This is an optimization exercise on Yosys and OpenROAD, whose aim is small area, not a production implementation.
Only simulation tests tie the RTL to the original design; equivalence was not proved.
Power and IR drop assume default switching activity.

==> wip/sierra: inputs <==
Design uart_top, start of the top module:
module uart_top (
    input  wire       clk,
    input  wire       rst,
    input  wire       tx_send,
    input  wire [6:0] tx_data,
    output wire       tx_serial,
    input  wire       rx_serial,
    output wire [6:0] rx_data,
    output wire       rx_broken
);
==> module sender, before the edit <==
module sender (
    clk,
    rst,
    send_flag,
    send_data,
    out_serial_bit
);
    parameter bowd_rate = 9600;
    parameter clk_pariod = 50;
    input clk, rst, send_flag;
    input [6:0] send_data;
    output reg out_serial_bit;
    localparam integer max_clk = ((1000000000/bowd_rate) / clk_pariod) - 5;
    localparam [9:0] CNT0 = 10'd1023 - max_clk;
    reg [9:0] cnt;
    reg [3:0] pos;
    reg [6:0] data;
    wire idle = (pos == 4'd10);
    wire last = (pos == 4'd9);
    wire run  = last | (send_flag & ~idle);
    wire tick = run & (&cnt);
    wire parity = ^data;
    always @(posedge clk) begin
        if (rst) begin
            cnt <= CNT0;
            pos <= 4'd10;
            out_serial_bit <= 1'b1;
        end else if (idle) begin
            if (send_flag) begin
                pos <= 4'd0;
                data <= send_data;
                out_serial_bit <= 1'b0;
            end
        end else if (run) begin
            if (tick) begin
                cnt <= CNT0;
                pos <= pos + 4'd1;
                out_serial_bit <= pos[3] ? 1'b1 : (pos[2:0] == 3'd7) ? parity : data[pos[2:0]];
            end else
                cnt <= cnt + 10'd1;
        end
    end
endmodule
==> module reciever, before the edit <==
module reciever (
    clk,
    rst,
    recieve_bit,
    out,
    broken
);
    parameter bowd_rate = 9600;
    parameter clk_length = 60;
    input clk, rst, recieve_bit;
    output reg [6:0] out;
    output reg broken;
    localparam integer max_clk = ((1000000000/bowd_rate) / clk_length);
    localparam [9:0] CNT0 = 10'd1023 - max_clk;
    reg [9:0] cnt;
    reg [3:0] pos;
    reg [6:0] packet;
    reg sum;
    wire idle = (pos == 4'd9);
    wire run = ~idle | ~recieve_bit;
    wire sample = run & (&cnt);
    always @(posedge clk) begin
        if (rst) begin
            cnt <= CNT0;
            pos <= 4'd9;
            sum <= 1'b0;
            out <= 7'b0;
            broken <= 1'b0;
        end else if (run) begin
            if (sample) begin
                cnt <= CNT0 + 10'd1;
                if (pos == 4'd8) begin
                    pos <= 4'd9;
                    sum <= 1'b0;
                    if (sum)
                        broken <= 1'b1;
                    else
                        out <= packet;
                end else begin
                    pos <= pos + 4'd1;
                    sum <= sum ^ recieve_bit;
                    if (pos != 4'd7)
                        packet <= {recieve_bit, packet[6:1]};
                end
            end else begin
                cnt <= cnt + 10'd1;
                if (idle)
                    pos <= 4'd0;
            end
        end
    end
endmodule
clock: 10.0 ns
lec_check: 0
cap_margin: 20
core_margin: 2
core_utilization: 40
slew_margin: 20
run.sh (not shown) runs the stock make flow with config.mk's settings and CLKGATE_MAP_FILE= SYNTH_SCRIPT=/design/flow/synth_recipe.tcl, a recipe that flattens the netlist after the stock synthesis.
==> wip/nickel (differences from wip/sierra) <==
==> flow/design.v (replaced) <==
module sender (
    clk,
    rst,
    send_flag,
    send_data,
    out_serial_bit
);
    parameter bowd_rate = 9600;
    parameter clk_pariod = 50;
    input clk, rst, send_flag;
    input [6:0] send_data;
    output out_serial_bit;
    localparam integer max_clk = ((1000000000/bowd_rate) / clk_pariod) - 5;
    localparam [9:0] CNT0 = 10'd1023 - max_clk;
    reg [9:0] cnt;
    reg [3:0] pos;
    reg [6:0] data;
    reg parity;      
    wire idle = pos[3] & pos[0] & ~pos[1];
    wire hold = pos[3] & ~pos[0];
    wire run  = hold | (send_flag & ~idle);
    wire [10:0] carry;
    assign carry[0] = run;
    genvar g;
    generate for (g = 0; g < 10; g = g + 1) begin : cc
        assign carry[g+1] = carry[g] & cnt[g];
    end endgenerate
    wire tick = carry[10];
    wire [9:0] cnt_next = (cnt ^ carry[9:0]) | (tick ? CNT0 : 10'd0);
    wire [7:0] bits = {parity, data};
    assign out_serial_bit = pos[3] ? ~pos[2] : bits[pos[2:0]];
    always @(posedge clk) begin
        if (rst) begin
            cnt <= CNT0;
            pos <= 4'd9;
            parity <= 1'b0;
        end else begin
            cnt <= cnt_next;
            parity <= parity ^ (tick & ~pos[3] & out_serial_bit);
            if (idle) begin
                if (send_flag) begin
                    pos <= 4'd15;
                    data <= send_data;
                end
            end else if (tick)
                pos <= pos + 4'd1;
        end
    end
endmodule
module reciever (
    clk,
    rst,
    recieve_bit,
    out,
    broken
);
    parameter bowd_rate = 9600;
    parameter clk_length = 60;
    input clk, rst, recieve_bit;
    output reg [6:0] out;
    output reg broken;
    localparam integer max_clk = ((1000000000/bowd_rate) / clk_length);
    localparam [9:0] CNT0 = 10'd1023 - max_clk;
    reg [9:0] cnt;
    reg [3:0] pos;
    reg [6:0] packet;
    reg sum;
    wire idle = &pos;
    wire stop = pos[3] & ~pos[0];
    wire run = ~idle | ~recieve_bit;
    wire [10:0] carry;
    assign carry[0] = run;
    genvar g;
    generate for (g = 0; g < 10; g = g + 1) begin : cc
        assign carry[g+1] = carry[g] & cnt[g];
    end endgenerate
    wire sample = carry[10];
    wire [9:0] cnt_next = (cnt ^ carry[9:0]) | (sample ? CNT0 + 10'd1 : 10'd0);
    always @(posedge clk) begin
        if (rst) begin
            cnt <= CNT0;
            pos <= 4'd15;
            sum <= 1'b0;
            out <= 7'b0;
            broken <= 1'b0;
        end else begin
            cnt <= cnt_next;
            if (sample & stop) begin
                pos <= 4'd15;
                sum <= 1'b0;
                if (sum)
                    broken <= 1'b1;
                else
                    out <= packet;
            end else if (sample | (idle & ~recieve_bit)) begin
                pos <= pos + 4'd1;
                sum <= sum ^ (sample & recieve_bit);
            end
            if (sample & ~pos[3] & ~(&pos[2:0]))
                packet <= {recieve_bit, packet[6:1]};
        end
    end
endmodule
module uart_top (
    input  wire       clk,
    input  wire       rst,
    input  wire       tx_send,
    input  wire [6:0] tx_data,
    output wire       tx_serial,
    input  wire       rx_serial,
    output wire [6:0] rx_data,
    output wire       rx_broken
);
    sender #(.bowd_rate(115200), .clk_pariod(10)) s1 (
        .clk(clk),
        .rst(rst),
        .send_flag(tx_send),
        .send_data(tx_data),
        .out_serial_bit(tx_serial)
    );
    reciever #(.bowd_rate(115200), .clk_length(10)) r1 (
        .clk(clk),
        .rst(rst),
        .recieve_bit(rx_serial),
        .out(rx_data),
        .broken(rx_broken)
    );
endmodule
==> wip/onyx (differences from wip/sierra) <==
==> flow/design.v (replaced) <==
module sender (
    clk,
    rst,
	send_flag,
    send_data , 
    out_serial_bit
);
	parameter bowd_rate = 9600 ; 
    parameter clk_pariod = 50;
	input send_flag,clk;
    input rst;
    input [6:0] send_data;
    output reg  out_serial_bit;
    reg [9:0] data_reg;
    integer curent_pos; 
    localparam integer max_clk = ((1000000000/bowd_rate) / clk_pariod) - 5 ; 
    integer clk_counter;
    integer  i;
    integer counter_even;
    always @(posedge clk) begin
	if (rst)
	begin
        curent_pos = 1;
        clk_counter = -1;
        counter_even = 0;
        out_serial_bit = 1'b1;
	end
	else if(curent_pos <=9 )
	begin
        if(send_flag == 1'b1)
            begin
                if(clk_counter == -1 )
                begin
				out_serial_bit = 1'b0 ;
                counter_even = 0;
                for (i = 1 ; i<=7 ; i= i +1)
                begin
                    if(send_data[i-1] == 1'b1)
                    begin
                      counter_even = counter_even +1;
                    end
                    data_reg [i]= send_data[i-1];
                end
                data_reg[0]= 1'b0;
                data_reg[9]= 1'b1 ;
                if (counter_even%2 == 0 )
                    data_reg[8] = 1'b0;
                else
                    data_reg[8] = 1'b1;
            end
            clk_counter = clk_counter + 1 ; 
            if(max_clk < clk_counter)
            begin
                out_serial_bit = data_reg[curent_pos];
                curent_pos = curent_pos + 1 ;
                clk_counter=0; 
            end
        end
    end 
	else 
	begin
		out_serial_bit = 1'b1;
        clk_counter = clk_counter + 1 ;
        if(max_clk < clk_counter)
        begin
            curent_pos = 1;
            clk_counter = -1;
        end
	end
    end
endmodule
module reciever (
    clk,
    rst,
    recieve_bit,
    out,
    broken
);
    input clk;
    input rst;
    input wire recieve_bit;
    reg recieve_flag;
	reg  parity, end_bit, start_bit;
    reg [6:0] packet;  
    output reg [6:0] out;
    output reg broken;
    integer cnt;  
    integer i;  
	parameter bowd_rate = 9600 ; 
    parameter clk_length = 60;
    localparam integer max_clk = ((1000000000/bowd_rate) / clk_length);
    integer clk_cnt;
    integer sum;
    always @(posedge clk) begin
      if (rst) begin
        cnt = 0;
        recieve_flag = 1'b0;
        clk_cnt = 0;
        sum = 0;
        broken = 1'b0;
        out = 7'b0;
      end else begin
        start_bit = recieve_bit;
        if(start_bit == 1'b0)
        begin
            recieve_flag = 1'b1;
        end
        if (recieve_flag == 1'b1) begin
            if(clk_cnt >= max_clk)
            begin
            if(cnt==7)
            begin
                parity = recieve_bit;
                clk_cnt = 0;
                cnt = cnt+1;
            end
            else if(cnt == 8)
            begin
                end_bit = recieve_bit;
                for(i = 0; i < 7; i = i + 1)
                    if(packet[i] == 1'b1)
                        sum = sum + 1;
                if(parity == 1'b1)
                    sum = sum + 1;
                if(sum%2 == 0)
                begin
                    for(i = 0; i < 7; i = i + 1)
                        out[i] = packet[i];
                end
                else
                    broken = 1'b1;
                clk_cnt =0;
                recieve_flag = 1'b0;
                cnt = 0;
                sum = 0;
            end
            else
            begin
                packet[cnt] = recieve_bit;
                clk_cnt = 0;
                cnt = cnt+1;
            end
            end
        clk_cnt = clk_cnt + 1;
        end 
      end
    end
endmodule
module uart_top (
    input  wire       clk,
    input  wire       rst,
    input  wire       tx_send,
    input  wire [6:0] tx_data,
    output wire       tx_serial,
    input  wire       rx_serial,
    output wire [6:0] rx_data,
    output wire       rx_broken
);
    sender #(.bowd_rate(115200), .clk_pariod(10)) s1 (
        .clk(clk),
        .rst(rst),
        .send_flag(tx_send),
        .send_data(tx_data),
        .out_serial_bit(tx_serial)
    );
    reciever #(.bowd_rate(115200), .clk_length(10)) r1 (
        .clk(clk),
        .rst(rst),
        .recieve_bit(rx_serial),
        .out(rx_data),
        .broken(rx_broken)
    );
endmodule
==> run notes <==
Status: wip/nickel finished clean; wip/onyx finished clean; wip/sierra finished clean
Relative slew slack: wip/nickel 60.73%; wip/onyx 31.34%; wip/sierra 39.87%
Number of design-rule violations left by the first detailed-router iteration: wip/nickel 67; wip/onyx 738; wip/sierra 115
Per-instance average area after synthesis: wip/nickel 12.32 um^2; wip/onyx 7.869 um^2; wip/sierra 9.791 um^2
Power of the sequential group: wip/nickel 0.251 mW; wip/onyx 0.840 mW; wip/sierra 0.232 mW
Grt met1 use: wip/nickel 12.80%; wip/onyx 26.68%; wip/sierra 18.85%
NumNets Final: wip/nickel 229; wip/onyx 1209; wip/sierra 291
Final RePlAce weighted congestion: wip/nickel 0.7545; wip/onyx 0.8751; wip/sierra 0.8113
Reg area: wip/nickel 1181 um^2; wip/onyx 3303 um^2; wip/sierra 1181 um^2
Average wire per standard cell: wip/nickel 11.79 um; wip/onyx 16.01 um; wip/sierra 14.36 um
Root buffer cell: wip/nickel clkbuf_8; wip/onyx clkbuf_16; wip/sierra clkbuf_8
Static leakage: wip/nickel 0.9937 nW; wip/onyx 3.670 nW; wip/sierra 0.9451 nW
Detailed-route via count: wip/nickel 1312; wip/onyx 8959; wip/sierra 1969
End point of the worst hold path: wip/nickel r1.packet[4]$_DFFE_PP_; wip/onyx r1.broken$_SDFFE_PP0P_; wip/sierra r1.packet[1]$_DFFE_PP_
Length of routed met2 wiring: wip/nickel 1529 um; wip/onyx 11130 um; wip/sierra 2301 um
Placement Cell Area: wip/nickel 2400 um^2; wip/onyx 10040 um^2; wip/sierra 2784 um^2
Setup slack on the worst flop-to-flop path: wip/nickel 6.56 ns; wip/onyx 5.72 ns; wip/sierra 7.28 ns
Number of clock buffers inserted by TritonCTS: wip/nickel 5; wip/onyx 17; wip/sierra 5
Clock-cell share of area: wip/nickel 4.434%; wip/onyx 5.444%; wip/sierra 2.881%
Share of the clock period used by the worst path: wip/nickel 49.70%; wip/onyx 44.51%; wip/sierra 43.42%
Most common cell in the synthesized netlist: wip/nickel dfxtp_1; wip/onyx -; wip/sierra dfxtp_1
PD cells: wip/nickel 183.3 nW/um^2; wip/onyx 218.6 nW/um^2; wip/sierra 136.8 nW/um^2
Inverter count: wip/nickel 2; wip/onyx 24; wip/sierra 8
Global-route wire length before repair: wip/nickel 5326 um; wip/onyx 41080 um; wip/sierra 8314 um
Internal Pwr Total: wip/nickel 0.3462 mW; wip/onyx 1.390 mW; wip/sierra 0.2931 mW
CP max-delay cell: wip/nickel clkdlybuf4s50_1; wip/onyx clkdlybuf4s50_1; wip/sierra nor3_1

what the ideal ports hide:
The results above use ideal ports. As a check the final layouts listed here were re-extracted and re-timed, cells and wires unchanged.
Step 1, drivers: a clkbuf_16 drives clk and a buf_2 each remaining input, both assumed.
Step 2 times the ports against the registers' clock, not the clock port: input delays grow and output delays shrink by t, the midpoint of the rising clock arrivals with the driver on.
Three values: ideal, step 1, step 2; two values: the first two.
| run | t, ns | setup WS [ns] | worst slew at a driven data input, ns |
|---|---|---|---|
| wip/sierra | 0.326 | 5.658 / 5.665 / 5.339 | 0.03 |
| wip/nickel | 0.320 | 5.030 / 5.031 / 4.711 | 0.03 |
| wip/onyx | 0.475 | 5.549 / 5.568 / 5.092 | 0.06 |
After both steps setup and hold are still met in every run listed. For wip/onyx, which loses most, drivers alone change the setup slack by +0.019 ns; drivers and shift together by -0.457 ns.
